Background: an optimization exercise with open tools, aiming at a short achievable clock period and few clock cycles. Do not read the settings as production practice.
Power and IR drop assume default switching activity.

==> inputs of garnet <==
==> flow/design.v <==
module bird (
        input  logic        clk,
        input  logic        rst,
        input  logic [15:0] data_in,
        input  logic        hold,
        output logic        hold_ack,
        output logic [15:0] data_out,
        output logic [11:0] address,
        output logic        memwt
        );
localparam int LOGN = 6;                  
localparam int NB   = 1 << (LOGN - 1);    
localparam int TW   = 12 - LOGN;          
logic [11:0] addr_q;        
logic [15:0] dout_q;
logic        memwt_q;
logic        wrp_q;         
logic        pf_q;          
logic        cx_q;          
logic        dld_q;         
logic        dpc_q;         
logic [2:0]  dd_q;
logic [11:0] ipc_q, ipc1_q, ipc2_q;   
logic [15:0] ci_q;
logic        zeroflag;
logic [15:0] regbank [7:0];
logic        alu_v;
logic [2:0]  alu_d;
logic [15:0] ax, ay;
logic        acin;
logic        m_add, m_and, m_or, m_xor, m_not;
wire run = ~hold_ack;
assign address  = addr_q;
assign data_out = dout_q;
assign memwt    = memwt_q;
function automatic logic [15:0] ks_add(input logic [15:0] x, input logic [15:0] y, input logic c);
    logic [15:0] g, p, gg, pp, gn, pn;
    g = x & y;
    p = x ^ y;
    gg = g; pp = p;
    gg[0] = g[0] | (p[0] & c);
    for (int s = 1; s < 16; s = s * 2) begin
        gn = gg; pn = pp;
        for (int i = s; i < 16; i++) begin
            gn[i] = gg[i] | (pp[i] & gg[i-s]);
            pn[i] = pp[i] & pp[i-s];
        end
        gg = gn; pp = pn;
    end
    ks_add = p ^ {gg[14:0], c};
endfunction
wire [15:0] sum    = ks_add(ax, ay, acin);
wire [15:0] lres   = ({16{m_and}} & (ax & ay)) | ({16{m_or}} & (ax | ay)) |
                     ({16{m_xor}} & (ax ^ ay)) | {15'b0, m_not & ~|ay};
wire [15:0] result = ({16{m_add}} & sum) | lres;
wire        z_add  = &(~((ax ^ ay) ^ {(ax[14:0] | ay[14:0]), acin}));
wire        zfast  = m_add ? z_add :
                     m_and ? ~|(ax & ay) :
                     m_or  ? ~|(ax | ay) :
                     m_xor ? (ax == ay) :
                     m_not ? |ay : 1'b1;
logic              ev [NB], ov [NB];
logic [TW-1:0]     et [NB], ot [NB];
logic [15:0]       ed [NB], od [NB];
logic [11:0]       eaddr_q, oaddr_q;
wire [LOGN-2:0] ei = eaddr_q[LOGN-1:1];
wire [LOGN-2:0] oi = oaddr_q[LOGN-1:1];
wire        e_hit = ev[ei] && et[ei] == eaddr_q[11:LOGN];
wire        o_hit = ov[oi] && ot[oi] == oaddr_q[11:LOGN];
wire        odd1  = ipc1_q[0];
wire [15:0] w1 = odd1 ? od[oi] : ed[ei];
wire [15:0] w2 = odd1 ? ed[ei] : od[oi];
wire        h1 = odd1 ? o_hit : e_hit;
wire        h2 = odd1 ? e_hit : o_hit;
wire        ex = pf_q | cx_q;
wire [15:0] iw = pf_q ? data_in : ci_q;
wire [3:0]  op = iw[15:12];
wire [2:0]  fd = iw[2:0], fb = iw[5:3], fa = iw[8:6], ff = iw[11:9];
wire ldfw = ~pf_q & dld_q;    
function automatic logic [15:0] rv(input logic [2:0] x);
    if (ldfw && dd_q == x) rv = data_in;
    else                   rv = regbank[x];
endfunction
wire [15:0] va  = rv(fa);
wire [15:0] vb  = rv(fb);
wire [15:0] vsp = rv(3'd7);
wire [11:0] sp_inc = vsp[11:0] + 12'd1;
wire is_ldi  = op == 4'h1;
wire is_ld   = op == 4'h2;
wire is_st   = op == 4'h3;
wire is_jz   = op == 4'h4;
wire is_jmp  = op == 4'h5;
wire is_alu  = op == 4'h7;
wire is_push = op == 4'h8;
wire is_pop  = op == 4'h9;
wire is_call = op == 4'hA;
wire is_ret  = op == 4'hB;
wire is_peek = op == 4'hC;
wire is_jsp  = op == 4'hD;
wire is_stack = is_push | is_pop | is_call | is_ret | is_peek | is_jsp;
wire uses_a  = (is_alu & (ff != 3'h7)) | is_st | is_push;
wire uses_b  = is_alu | is_ld | is_st;
wire hz   = alu_v & ((uses_a & (fa == alu_d)) | (uses_b & (fb == alu_d)) |
                     (is_stack & (alu_d == 3'd7)));
wire exok = ex & ~hz;
wire zero_now = alu_v ? zfast : zeroflag;
wire taken    = is_jmp | (is_jz & zero_now);
wire [11:0] ipc3 = ipc2_q + 12'd1;
wire [11:0] ipc4 = ipc2_q + 12'd2;
wire [11:0] tgt0 = ipc1_q + iw[11:0];
wire [11:0] tgt1 = ipc2_q + iw[11:0];
wire [11:0] tgt2 = ipc3   + iw[11:0];
wire [11:0] din1 = data_in[11:0] + 12'd1;
wire [11:0] din2 = data_in[11:0] + 12'd2;
logic        pf_n, cx_n, dld_n, dpc_n, wr_n;
logic [11:0] daddr_n;
logic [15:0] dout_n;
logic [11:0] p0, p1, p2;
logic        sp_wr;
logic [15:0] sp_n;
always_comb begin
    pf_n = 1'b1; cx_n = 1'b0; dld_n = 1'b0; dpc_n = 1'b0; wr_n = 1'b0;
    daddr_n = vsp[11:0]; dout_n = va;
    sp_wr = 1'b0; sp_n = vsp;
    if (exok) begin
        if (is_ldi)       begin p0 = ipc2_q; p1 = ipc3;   p2 = ipc4;   end
        else if (is_call | taken)
                          begin p0 = tgt0;   p1 = tgt1;   p2 = tgt2;   end
        else              begin p0 = ipc1_q; p1 = ipc2_q; p2 = ipc3;   end
    end else if (~hz & dpc_q) begin
                                p0 = data_in[11:0]; p1 = din1; p2 = din2;
    end else              begin p0 = ipc_q;  p1 = ipc1_q; p2 = ipc2_q; end
    if (exok) begin
        case (op)
            4'h1: begin  
                pf_n = 1'b0; dld_n = 1'b1; daddr_n = ipc1_q; cx_n = h2;
            end
            4'h2: begin  
                pf_n = 1'b0; dld_n = 1'b1; daddr_n = vb[11:0]; cx_n = h1;
            end
            4'h3: begin  
                pf_n = 1'b0; wr_n = 1'b1; daddr_n = vb[11:0]; cx_n = h1;
            end
            4'h8: begin  
                pf_n = 1'b0; wr_n = 1'b1; cx_n = h1;
                sp_wr = 1'b1; sp_n = vsp - 16'd1;
            end
            4'h9: begin  
                pf_n = 1'b0; dld_n = 1'b1; daddr_n = sp_inc; cx_n = h1;
                sp_wr = 1'b1; sp_n = vsp + 16'd1;
            end
            4'hA: begin  
                pf_n = 1'b0; wr_n = 1'b1; dout_n = {4'b0, ipc1_q};
                sp_wr = 1'b1; sp_n = vsp - 16'd1;
            end
            4'hB: begin  
                pf_n = 1'b0; dpc_n = 1'b1; daddr_n = sp_inc;
                sp_wr = 1'b1; sp_n = vsp + 16'd1;
            end
            4'hC: begin  
                pf_n = 1'b0; dld_n = 1'b1; cx_n = h1;
            end
            4'hD: begin  
                pf_n = 1'b0; dpc_n = 1'b1;
            end
            default: ;   
        endcase
    end
end
wire [11:0] addr_n = pf_n ? p0 : daddr_n;
logic [15:0] ax_n, ay_n;
logic        acin_n, madd_n, mand_n, mor_n, mxor_n, mnot_n;
always_comb begin
    ax_n = va; ay_n = vb; acin_n = 1'b0;
    madd_n = 1'b0; mand_n = 1'b0; mor_n = 1'b0; mxor_n = 1'b0; mnot_n = 1'b0;
    case (ff)
        3'h0: madd_n = 1'b1;
        3'h1: begin madd_n = 1'b1; ay_n = ~vb; acin_n = 1'b1; end
        3'h2: mand_n = 1'b1;
        3'h3: mor_n = 1'b1;
        3'h4: mxor_n = 1'b1;
        3'h7: case (fa)
            3'h0: mnot_n = 1'b1;
            3'h1: begin madd_n = 1'b1; ax_n = 16'h0000; end
            3'h2: begin madd_n = 1'b1; ax_n = 16'h0000; acin_n = 1'b1; end
            3'h3: begin madd_n = 1'b1; ax_n = 16'hFFFF; end
            default: ;
            endcase
        default: ;
    endcase
end
always_ff @(posedge clk)
    if (rst) begin
        addr_q   <= 12'd0;
        memwt_q  <= 1'b0;
        wrp_q    <= 1'b0;
        pf_q     <= 1'b1;
        cx_q     <= 1'b0;
        dld_q    <= 1'b0;
        dpc_q    <= 1'b0;
        ipc_q    <= 12'd0;
        ipc1_q   <= 12'd1;
        ipc2_q   <= 12'd2;
        eaddr_q  <= 12'd2;
        oaddr_q  <= 12'd1;
        zeroflag <= 1'b0;
        alu_v    <= 1'b0;
        hold_ack <= 1'b0;
    end else begin
        hold_ack <= hold;
        if (run) begin
            addr_q  <= addr_n;
            wrp_q   <= wr_n;
            memwt_q <= wr_n & ~hold;
            pf_q    <= pf_n;
            cx_q    <= cx_n;
            dld_q   <= dld_n;
            dpc_q   <= dpc_n;
            ipc_q   <= p0;
            ipc1_q  <= p1;
            ipc2_q  <= p2;
            eaddr_q <= p0[0] ? p1 : p2;
            oaddr_q <= p0[0] ? p2 : p1;
            alu_v   <= exok & is_alu;
            if (alu_v)
                zeroflag <= zfast;
        end else
            memwt_q <= wrp_q & ~hold;
    end
always_ff @(posedge clk)
    if (!rst && run) begin
        dout_q <= dout_n;
        ci_q   <= is_ldi ? w2 : w1;
        dd_q   <= fd;
        alu_d  <= fd;
        ax     <= ax_n;
        ay     <= ay_n;
        acin   <= acin_n;
        m_add  <= madd_n;
        m_and  <= mand_n;
        m_or   <= mor_n;
        m_xor  <= mxor_n;
        m_not  <= mnot_n;
    end
always_ff @(posedge clk)
    if (!rst && run) begin
        if (ldfw)
            regbank[dd_q] <= data_in;
        if (alu_v)
            regbank[alu_d] <= result;
        if (exok && sp_wr)
            regbank[7] <= sp_n;
    end
always_ff @(posedge clk)
    if (rst) begin
        for (int i = 0; i < NB; i++) begin
            ev[i] <= 1'b0;
            ov[i] <= 1'b0;
        end
    end else if (run) begin
        if (pf_q) begin
            if (addr_q[0]) begin
                ov[addr_q[LOGN-1:1]] <= 1'b1;
                ot[addr_q[LOGN-1:1]] <= addr_q[11:LOGN];
                od[addr_q[LOGN-1:1]] <= data_in;
            end else begin
                ev[addr_q[LOGN-1:1]] <= 1'b1;
                et[addr_q[LOGN-1:1]] <= addr_q[11:LOGN];
                ed[addr_q[LOGN-1:1]] <= data_in;
            end
        end
        if (memwt_q) begin
            if (addr_q[0]) begin
                if (ot[addr_q[LOGN-1:1]] == addr_q[11:LOGN]) ov[addr_q[LOGN-1:1]] <= 1'b0;
            end else begin
                if (et[addr_q[LOGN-1:1]] == addr_q[11:LOGN]) ev[addr_q[LOGN-1:1]] <= 1'b0;
            end
        end
    end
endmodule
==> flow/run.sh <==
#!/bin/bash
# synth_recipe.tcl (not shown) runs the flow's synth.tcl, then flattens the netlist and writes it again
# the make line also repeats each setting of config.mk as NAME=value (left out here)
make -C /OpenROAD-flow-scripts/flow DESIGN_CONFIG=/design/flow/config.mk WORK_HOME=/design/flow/orfs CLKGATE_MAP_FILE= SYNTH_SCRIPT=/design/flow/synth_recipe.tcl finish
==> flow/config.mk <==
export PLATFORM = sky130hd
export DESIGN_NAME = bird
export DESIGN_NICKNAME = bird
export VERILOG_FILES = /design/flow/design.v
export SDC_FILE = /design/flow/constraint.sdc
export NUM_CORES = 4
export LEC_CHECK = 0
export ABC_CLOCK_PERIOD_IN_PS = 2500
export CAP_MARGIN = 20
export CORE_MARGIN = 2
export CORE_UTILIZATION = 40
export SETUP_SLACK_MARGIN = 3.3
export SLEW_MARGIN = 20
==> flow/constraint.sdc <==
create_clock -name core_clock -period 6.0 [get_ports {clk}]
set_input_delay 1.2000 -clock core_clock [delete_from_list [all_inputs] [get_ports {clk}]]
set_output_delay 1.2000 -clock core_clock [all_outputs]
set_load 0.01 [all_outputs]
==> cedar (differences from garnet) <==
--- a/flow/design.v
+++ b/flow/design.v
@@ -8,7 +8,7 @@
         output logic [11:0] address,
         output logic        memwt
         );
-localparam int LOGN = 6;                  
+localparam int LOGN = 7;                  
 localparam int NB   = 1 << (LOGN - 1);    
 localparam int TW   = 12 - LOGN;          
 logic [11:0] addr_q;        
@@ -65,15 +65,27 @@
 logic [11:0]       eaddr_q, oaddr_q;
 wire [LOGN-2:0] ei = eaddr_q[LOGN-1:1];
 wire [LOGN-2:0] oi = oaddr_q[LOGN-1:1];
-wire        e_hit = ev[ei] && et[ei] == eaddr_q[11:LOGN];
-wire        o_hit = ov[oi] && ot[oi] == oaddr_q[11:LOGN];
+logic        e_hit, o_hit;
+logic [15:0] e_w, o_w;
+always_comb begin
+    e_hit = 1'b0; o_hit = 1'b0; e_w = 16'h0000; o_w = 16'h0000;
+    for (int j = 0; j < NB; j++) begin
+        e_hit = e_hit | ((ei == (LOGN-1)'(j)) & ev[j] & (et[j] == eaddr_q[11:LOGN]));
+        o_hit = o_hit | ((oi == (LOGN-1)'(j)) & ov[j] & (ot[j] == oaddr_q[11:LOGN]));
+        e_w   = e_w | ({16{ei == (LOGN-1)'(j)}} & ed[j]);
+        o_w   = o_w | ({16{oi == (LOGN-1)'(j)}} & od[j]);
+    end
+end
 wire        odd1  = ipc1_q[0];
-wire [15:0] w1 = odd1 ? od[oi] : ed[ei];
-wire [15:0] w2 = odd1 ? ed[ei] : od[oi];
+wire [15:0] w1 = odd1 ? o_w : e_w;
+wire [15:0] w2 = odd1 ? e_w : o_w;
 wire        h1 = odd1 ? o_hit : e_hit;
 wire        h2 = odd1 ? e_hit : o_hit;
-wire        ex = pf_q | cx_q;
-wire [15:0] iw = pf_q ? data_in : ci_q;
+logic        jzp_q;
+logic [11:0] tq0, tq1, tq2;
+wire        squash = jzp_q & zeroflag;
+wire        ex = (pf_q & ~squash) | cx_q;
+wire [15:0] iw = cx_q ? ci_q : data_in;
 wire [3:0]  op = iw[15:12];
 wire [2:0]  fd = iw[2:0], fb = iw[5:3], fa = iw[8:6], ff = iw[11:9];
 wire ldfw = ~pf_q & dld_q;    
@@ -83,8 +95,10 @@
 endfunction
 wire [15:0] va  = rv(fa);
 wire [15:0] vb  = rv(fb);
-wire [15:0] vsp = rv(3'd7);
-wire [11:0] sp_inc = vsp[11:0] + 12'd1;
+wire [15:0] vsp = regbank[7];
+wire [15:0] sp_p1 = vsp + 16'd1;
+wire [15:0] sp_m1 = vsp - 16'd1;
+wire [11:0] sp_inc = sp_p1[11:0];
 wire is_ldi  = op == 4'h1;
 wire is_ld   = op == 4'h2;
 wire is_st   = op == 4'h3;
@@ -101,21 +115,35 @@
 wire uses_a  = (is_alu & (ff != 3'h7)) | is_st | is_push;
 wire uses_b  = is_alu | is_ld | is_st;
 wire hz   = alu_v & ((uses_a & (fa == alu_d)) | (uses_b & (fb == alu_d)) |
-                     (is_stack & (alu_d == 3'd7)));
+                     (is_stack & (alu_d == 3'd7))) |
+            (ldfw & (dd_q == 3'd7) & is_stack);
 wire exok = ex & ~hz;
-wire zero_now = alu_v ? zfast : zeroflag;
-wire taken    = is_jmp | (is_jz & zero_now);
+wire taken    = is_jmp | (is_jz & ~alu_v & zeroflag);
 wire [11:0] ipc3 = ipc2_q + 12'd1;
 wire [11:0] ipc4 = ipc2_q + 12'd2;
 wire [11:0] tgt0 = ipc1_q + iw[11:0];
 wire [11:0] tgt1 = ipc2_q + iw[11:0];
-wire [11:0] tgt2 = ipc3   + iw[11:0];
+wire [12:0] tgt2w = {ipc2_q, 1'b1} + {iw[11:0], 1'b1};
+wire [11:0] tgt2 = tgt2w[12:1];
 wire [11:0] din1 = data_in[11:0] + 12'd1;
 wire [11:0] din2 = data_in[11:0] + 12'd2;
+localparam int RD = 8;
+logic        ras_v  [RD];
+logic [11:0] ras_wa [RD], ras_rs [RD], ras_rv [RD];
+logic        ras_vi [RD];    
+logic [2:0]  ras_p;
+logic        callw_q;        
+always_comb
+    for (int i = 0; i < RD; i++)
+        ras_vi[i] = ras_v[i] & ~(memwt_q & (addr_q == ras_wa[i]) & ~(ras_p == 3'(i) && callw_q));
+wire [11:0] ras_top = ras_rv[ras_p];
+wire        ras_hit = ras_vi[ras_p] & (ras_rs[ras_p] == vsp[11:0]);
+wire [11:0] rv1 = ras_top + 12'd1;
+wire [11:0] rv2 = ras_top + 12'd2;
 logic        pf_n, cx_n, dld_n, dpc_n, wr_n;
 logic [11:0] daddr_n;
 logic [15:0] dout_n;
-logic [11:0] p0, p1, p2;
+logic [11:0] p0, p1, p2, pe, po;   
 logic        sp_wr;
 logic [15:0] sp_n;
 always_comb begin
@@ -123,13 +151,23 @@
     daddr_n = vsp[11:0]; dout_n = va;
     sp_wr = 1'b0; sp_n = vsp;
     if (exok) begin
-        if (is_ldi)       begin p0 = ipc2_q; p1 = ipc3;   p2 = ipc4;   end
+        if (is_ldi)       begin p0 = ipc2_q; p1 = ipc3;   p2 = ipc4;
+                                pe = ipc2_q[0] ? ipc3 : ipc4;   po = ipc2_q[0] ? ipc4 : ipc3;   end
+        else if (is_ret)  begin p0 = ras_top; p1 = rv1; p2 = rv2;
+                                pe = ras_top[0] ? rv1 : rv2;    po = ras_top[0] ? rv2 : rv1;    end
         else if (is_call | taken)
-                          begin p0 = tgt0;   p1 = tgt1;   p2 = tgt2;   end
-        else              begin p0 = ipc1_q; p1 = ipc2_q; p2 = ipc3;   end
+                          begin p0 = tgt0;   p1 = tgt1;   p2 = tgt2;
+                                pe = tgt0[0] ? tgt1 : tgt2;     po = tgt0[0] ? tgt2 : tgt1;     end
+        else              begin p0 = ipc1_q; p1 = ipc2_q; p2 = ipc3;
+                                pe = ipc1_q[0] ? ipc2_q : ipc3; po = ipc1_q[0] ? ipc3 : ipc2_q; end
+    end else if (squash) begin
+                                p0 = tq0; p1 = tq1; p2 = tq2;
+                                pe = tq0[0] ? tq1 : tq2;        po = tq0[0] ? tq2 : tq1;
     end else if (~hz & dpc_q) begin
                                 p0 = data_in[11:0]; p1 = din1; p2 = din2;
-    end else              begin p0 = ipc_q;  p1 = ipc1_q; p2 = ipc2_q; end
+                                pe = data_in[0] ? din1 : din2;  po = data_in[0] ? din2 : din1;
+    end else              begin p0 = ipc_q;  p1 = ipc1_q; p2 = ipc2_q;
+                                pe = eaddr_q;                   po = oaddr_q;                   end
     if (exok) begin
         case (op)
             4'h1: begin  
@@ -143,19 +181,19 @@
             end
             4'h8: begin  
                 pf_n = 1'b0; wr_n = 1'b1; cx_n = h1;
-                sp_wr = 1'b1; sp_n = vsp - 16'd1;
+                sp_wr = 1'b1; sp_n = sp_m1;
             end
             4'h9: begin  
                 pf_n = 1'b0; dld_n = 1'b1; daddr_n = sp_inc; cx_n = h1;
-                sp_wr = 1'b1; sp_n = vsp + 16'd1;
+                sp_wr = 1'b1; sp_n = sp_p1;
             end
             4'hA: begin  
                 pf_n = 1'b0; wr_n = 1'b1; dout_n = {4'b0, ipc1_q};
-                sp_wr = 1'b1; sp_n = vsp - 16'd1;
+                sp_wr = 1'b1; sp_n = sp_m1;
             end
             4'hB: begin  
-                pf_n = 1'b0; dpc_n = 1'b1; daddr_n = sp_inc;
-                sp_wr = 1'b1; sp_n = vsp + 16'd1;
+                pf_n = ras_hit; dpc_n = ~ras_hit; daddr_n = sp_inc;
+                sp_wr = 1'b1; sp_n = sp_p1;
             end
             4'hC: begin  
                 pf_n = 1'b0; dld_n = 1'b1; cx_n = h1;
@@ -205,6 +243,7 @@
         oaddr_q  <= 12'd1;
         zeroflag <= 1'b0;
         alu_v    <= 1'b0;
+        jzp_q    <= 1'b0;
         hold_ack <= 1'b0;
     end else begin
         hold_ack <= hold;
@@ -219,9 +258,10 @@
             ipc_q   <= p0;
             ipc1_q  <= p1;
             ipc2_q  <= p2;
-            eaddr_q <= p0[0] ? p1 : p2;
-            oaddr_q <= p0[0] ? p2 : p1;
+            eaddr_q <= pe;
+            oaddr_q <= po;
             alu_v   <= exok & is_alu;
+            jzp_q   <= exok & is_jz & alu_v;
             if (alu_v)
                 zeroflag <= zfast;
         end else
@@ -230,6 +270,9 @@
 always_ff @(posedge clk)
     if (!rst && run) begin
         dout_q <= dout_n;
+        tq0    <= tgt0;
+        tq1    <= tgt1;
+        tq2    <= tgt2;
         ci_q   <= is_ldi ? w2 : w1;
         dd_q   <= fd;
         alu_d  <= fd;
@@ -251,6 +294,32 @@
         if (exok && sp_wr)
             regbank[7] <= sp_n;
     end
+wire [2:0] ras_pn = ras_p + 3'd1;
+always_ff @(posedge clk)
+    if (rst) begin
+        for (int i = 0; i < RD; i++)
+            ras_v[i] <= 1'b0;
+        ras_p   <= 3'd0;
+        callw_q <= 1'b0;
+    end else if (run) begin
+        callw_q <= exok & is_call;
+        for (int i = 0; i < RD; i++)
+            ras_v[i] <= ras_vi[i];
+        if (exok && is_call) begin
+            ras_p <= ras_pn;
+            ras_v[ras_pn] <= 1'b1;
+            ras_v[ras_pn + 3'd1] <= 1'b0;
+        end else if (exok && is_ret) begin
+            ras_p <= ras_p - 3'd1;
+            ras_v[ras_p] <= 1'b0;
+        end
+    end
+always_ff @(posedge clk)
+    if (!rst && run) begin
+        ras_wa[ras_pn] <= vsp[11:0];
+        ras_rs[ras_pn] <= sp_m1[11:0];
+        ras_rv[ras_pn] <= ipc1_q;
+    end
 always_ff @(posedge clk)
     if (rst) begin
         for (int i = 0; i < NB; i++) begin
@@ -259,21 +328,14 @@
         end
     end else if (run) begin
         if (pf_q) begin
-            if (addr_q[0]) begin
-                ov[addr_q[LOGN-1:1]] <= 1'b1;
-                ot[addr_q[LOGN-1:1]] <= addr_q[11:LOGN];
-                od[addr_q[LOGN-1:1]] <= data_in;
-            end else begin
-                ev[addr_q[LOGN-1:1]] <= 1'b1;
-                et[addr_q[LOGN-1:1]] <= addr_q[11:LOGN];
-                ed[addr_q[LOGN-1:1]] <= data_in;
-            end
-        end
-        if (memwt_q) begin
-            if (addr_q[0]) begin
-                if (ot[addr_q[LOGN-1:1]] == addr_q[11:LOGN]) ov[addr_q[LOGN-1:1]] <= 1'b0;
+            if (ipc_q[0]) begin
+                ov[ipc_q[LOGN-1:1]] <= 1'b1;
+                ot[ipc_q[LOGN-1:1]] <= ipc_q[11:LOGN];
+                od[ipc_q[LOGN-1:1]] <= data_in;
             end else begin
-                if (et[addr_q[LOGN-1:1]] == addr_q[11:LOGN]) ev[addr_q[LOGN-1:1]] <= 1'b0;
+                ev[ipc_q[LOGN-1:1]] <= 1'b1;
+                et[ipc_q[LOGN-1:1]] <= ipc_q[11:LOGN];
+                ed[ipc_q[LOGN-1:1]] <= data_in;
             end
         end
     end
==> lagoon (differences from garnet) <==
--- a/flow/design.v
+++ b/flow/design.v
@@ -70,8 +70,8 @@
 wire        odd1  = ipc1_q[0];
 wire [15:0] w1 = odd1 ? od[oi] : ed[ei];
 wire [15:0] w2 = odd1 ? ed[ei] : od[oi];
-wire        h1 = odd1 ? o_hit : e_hit;
-wire        h2 = odd1 ? e_hit : o_hit;
+wire        h1 = 1'b0;
+wire        h2 = 1'b0;
 wire        ex = pf_q | cx_q;
 wire [15:0] iw = pf_q ? data_in : ci_q;
 wire [3:0]  op = iw[15:12];
==> comparison <==
Non-clock buffer count: lagoon < garnet < cedar.
Core utilization: cedar is lower than garnet (0.68 points).
Clock skew, lowest first: lagoon, garnet, cedar.
Combinational power, lowest first: cedar, lagoon, garnet.
lagoon passed the timing, DRC and antenna checks. garnet went through all stages and came out clean. cedar finished clean.
No functional check of the RTL was part of any run of this note.

-- port drivers added, routing unchanged --
The results above use ideal ports. As a check the final layouts listed here were re-extracted and re-timed, cells and wires unchanged. Step 1, drivers: a clkbuf_16 drives clk and a buf_2 each remaining input, both assumed. Step 2 moves the port delays by t, midway between the first and last clock arrival at a register: inputs arrive t later, outputs are due t later. That takes back most of the time a late clock gives input paths. Slacks: ideal ports / drivers / drivers and shift; pairs: ideal ports / drivers.
run	shift t [ns]	setup slack, ns	worst hold slack (ns)
garnet	0.951	2.321 / 2.321 / 1.561	0.449 / 0.449 / 0.449
cedar	1.070	2.496 / 2.496 / 1.577	0.461 / 0.461 / 0.461
lagoon	0.844	2.511 / 2.410 / 1.566	0.459 / 0.459 / 0.459
After both steps every run listed still meets setup and hold. For lagoon, which loses most, drivers alone change the setup slack by -0.101 ns; drivers and shift together by -0.945 ns.
